This is an optimization exercise on Yosys and OpenROAD, whose aim is small area and a short achievable clock period, not a production implementation.
The RTL was checked by simulation tests, not by an equivalence proof against the original design.
Power figures rest on the tool's default switching activity, not on a simulated workload.

## before
## FIR
module FIR(Dout, Din, clk, reset);
output	[17:0]	Dout;
input 	[7:0] 	Din;
input 		clk, reset;
reg [7:0] h1, h2, h3, h4, h5, h6, h7;
reg [15:0] R;
wire s1, c1;
HA u1 (.a(h2[0]), .b(h4[0]), .s(s1), .co(c1));
wire s2, c2;
FA u2 (.a(h2[1]), .b(h4[1]), .c(c1), .s(s2), .co(c2));
wire s3, c3;
FA u3 (.a(h2[2]), .b(h4[2]), .c(c2), .s(s3), .co(c3));
wire s4, c4;
FA u4 (.a(h2[3]), .b(h4[3]), .c(c3), .s(s4), .co(c4));
wire s5, c5;
FA u5 (.a(h2[4]), .b(h4[4]), .c(c4), .s(s5), .co(c5));
wire s6, c6;
FA u6 (.a(h2[5]), .b(h4[5]), .c(c5), .s(s6), .co(c6));
wire s7, c7;
FA u7 (.a(h2[6]), .b(h4[6]), .c(c6), .s(s7), .co(c7));
wire s8, c8;
FA u8 (.a(h2[7]), .b(h4[7]), .c(c7), .s(s8), .co(c8));
wire s9, c9;
HA u9 (.a(s1), .b(h3[0]), .s(s9), .co(c9));
wire s10, c10;
FA u10 (.a(s2), .b(h3[1]), .c(c9), .s(s10), .co(c10));
wire s11, c11;
FA u11 (.a(s3), .b(h3[2]), .c(c10), .s(s11), .co(c11));
wire s12, c12;
FA u12 (.a(s4), .b(h3[3]), .c(c11), .s(s12), .co(c12));
wire s13, c13;
FA u13 (.a(s5), .b(h3[4]), .c(c12), .s(s13), .co(c13));
wire s14, c14;
FA u14 (.a(s6), .b(h3[5]), .c(c13), .s(s14), .co(c14));
wire s15, c15;
FA u15 (.a(s7), .b(h3[6]), .c(c14), .s(s15), .co(c15));
wire s16, c16;
FA u16 (.a(s8), .b(h3[7]), .c(c15), .s(s16), .co(c16));
wire s17, c17;
HA u17 (.a(c8), .b(c16), .s(s17), .co(c17));
wire s18, c18;
FA u18 (.a(h6[0]), .b(h7[0]), .c(Din[0]), .s(s18), .co(c18));
wire n19 = ~s1;
wire s20, c20;
FA u20 (.a(h6[1]), .b(h7[1]), .c(n19), .s(s20), .co(c20));
wire s21, c21;
FA u21 (.a(s20), .b(Din[1]), .c(c18), .s(s21), .co(c21));
wire n22 = ~h6[2];
wire s23, c23;
FA u23 (.a(h3[0]), .b(h7[2]), .c(n22), .s(s23), .co(c23));
wire n24 = ~s2;
wire s25, c25;
FA u25 (.a(s23), .b(n24), .c(c20), .s(s25), .co(c25));
wire s26, c26;
FA u26 (.a(s25), .b(Din[2]), .c(c21), .s(s26), .co(c26));
wire s27, c27;
FA u27 (.a(h6[3]), .b(h3[1]), .c(h7[3]), .s(s27), .co(c27));
wire s28, c28;
FA u28 (.a(h6[2]), .b(s27), .c(c23), .s(s28), .co(c28));
wire n29 = ~s28;
  ...
Size in the first run: about 400 cells after synthesis, ~28 I/O pins, ~4900 µm² of cells after synthesis.
clock: 13.0 ns
lec_check: 0
abc_clock_period_in_ps: 2000
cap_margin: 20
core_margin: 2
core_utilization: 65
slew_margin: 20
synth_hierarchical: 1
standard.sh (not shown) runs the stock make flow with config.mk's settings and CLKGATE_MAP_FILE= SYNTH_SCRIPT=/design/flow/synth_recipe.tcl, a recipe that flattens the netlist after the stock synthesis.
==> flow/flow/run.sh <==
#!/bin/bash
# Layout flow: the standard flow (standard.sh), with its standard synthesis
# unchanged, then the layout steps with a larger setup margin for repair_timing,
# faster port buffers and a smaller clock tree. Each step's full output goes to
# a log in this folder.
set -euo pipefail
bash standard.sh synth > log_synth.txt 2>&1
bash standard.sh SETUP_SLACK_MARGIN=5.5 \
  "BUFFER_PORTS_ARGS=-buffer_cell sky130_fd_sc_hd__buf_2" \
  "CTS_ARGS=-repair_clock_nets -dont_use_dummy_load -buf_list sky130_fd_sc_hd__clkbuf_8 -root_buf sky130_fd_sc_hd__clkbuf_16 -distance_between_buffers 200 -branching_point_buffers_distance 200" \
  finish > log_layout.txt 2>&1
Edits applied to the flow inputs when going from before to after:
diff --git a/flow/flow/run.sh b/flow/flow/run.sh
--- a/flow/flow/run.sh
+++ b/flow/flow/run.sh
@@ -8,4 +8,4 @@
 bash standard.sh SETUP_SLACK_MARGIN=5.5 \
   "BUFFER_PORTS_ARGS=-buffer_cell sky130_fd_sc_hd__buf_2" \
-  "CTS_ARGS=-repair_clock_nets -dont_use_dummy_load -buf_list sky130_fd_sc_hd__clkbuf_8 -root_buf sky130_fd_sc_hd__clkbuf_16 -distance_between_buffers 200 -branching_point_buffers_distance 200" \
+  "CTS_ARGS=-sink_clustering_enable -repair_clock_nets -dont_use_dummy_load -buf_list sky130_fd_sc_hd__clkbuf_8 -sink_clustering_size 36 -sink_clustering_max_diameter 100" \
   finish > log_layout.txt 2>&1
==> comparison <==
- The flow did not stop early for after: all stages ran, and the layout cleared the timing, design-rule and antenna checks.
- before -> after: number of resized instances in the post-cts repair step delta 0, exact match
- after: final core utilization is 1.4 points lower than what before reported.
- | register share of total power | lower: before |
- | upper clock frequency limit | after vs before | ≈ equal |
- Summary — share of final layout cell area taken by clock buffers and inverters, after relative to before: lower, by 1.8 points.
- Between before and after, the flow reports total power per unit cell area decreasing by a few percent.
- Cmp after vs before: total power lower in after
- Compared with before, after shows a lower design area.
- Re fraction of area in multi-input gates: before was lower than after.
- Any difference in inverter count of the layout excluding clock inverters between before and after is small enough to ignore.

[what the ideal ports hide]
No port has a modelled driver above. Below, the same layouts with a new extraction and two added sets of constraints. Step 1 assumes that a clkbuf_16 drives the clock port and a buf_2 every other input. Step 2 moves the port delays by t, midway between the first and last clock arrival at a register: inputs arrive t later, outputs are due t later. That takes back most of the time a late clock gives input paths. Three values: ideal ports, drivers, drivers and shift; two values: the first two.
run	t (ns)	slack for setup (ns)	worst hold slack (ns)	worst register clock-pin slew, ns
before	0.350	5.649 / 5.626 / 5.626	0.393 / 0.393 / 0.393	0.06 / 0.06
after	0.356	5.649 / 5.626 / 5.626	0.387 / 0.387 / 0.387	0.09 / 0.09
After both steps every run listed still meets setup and hold.
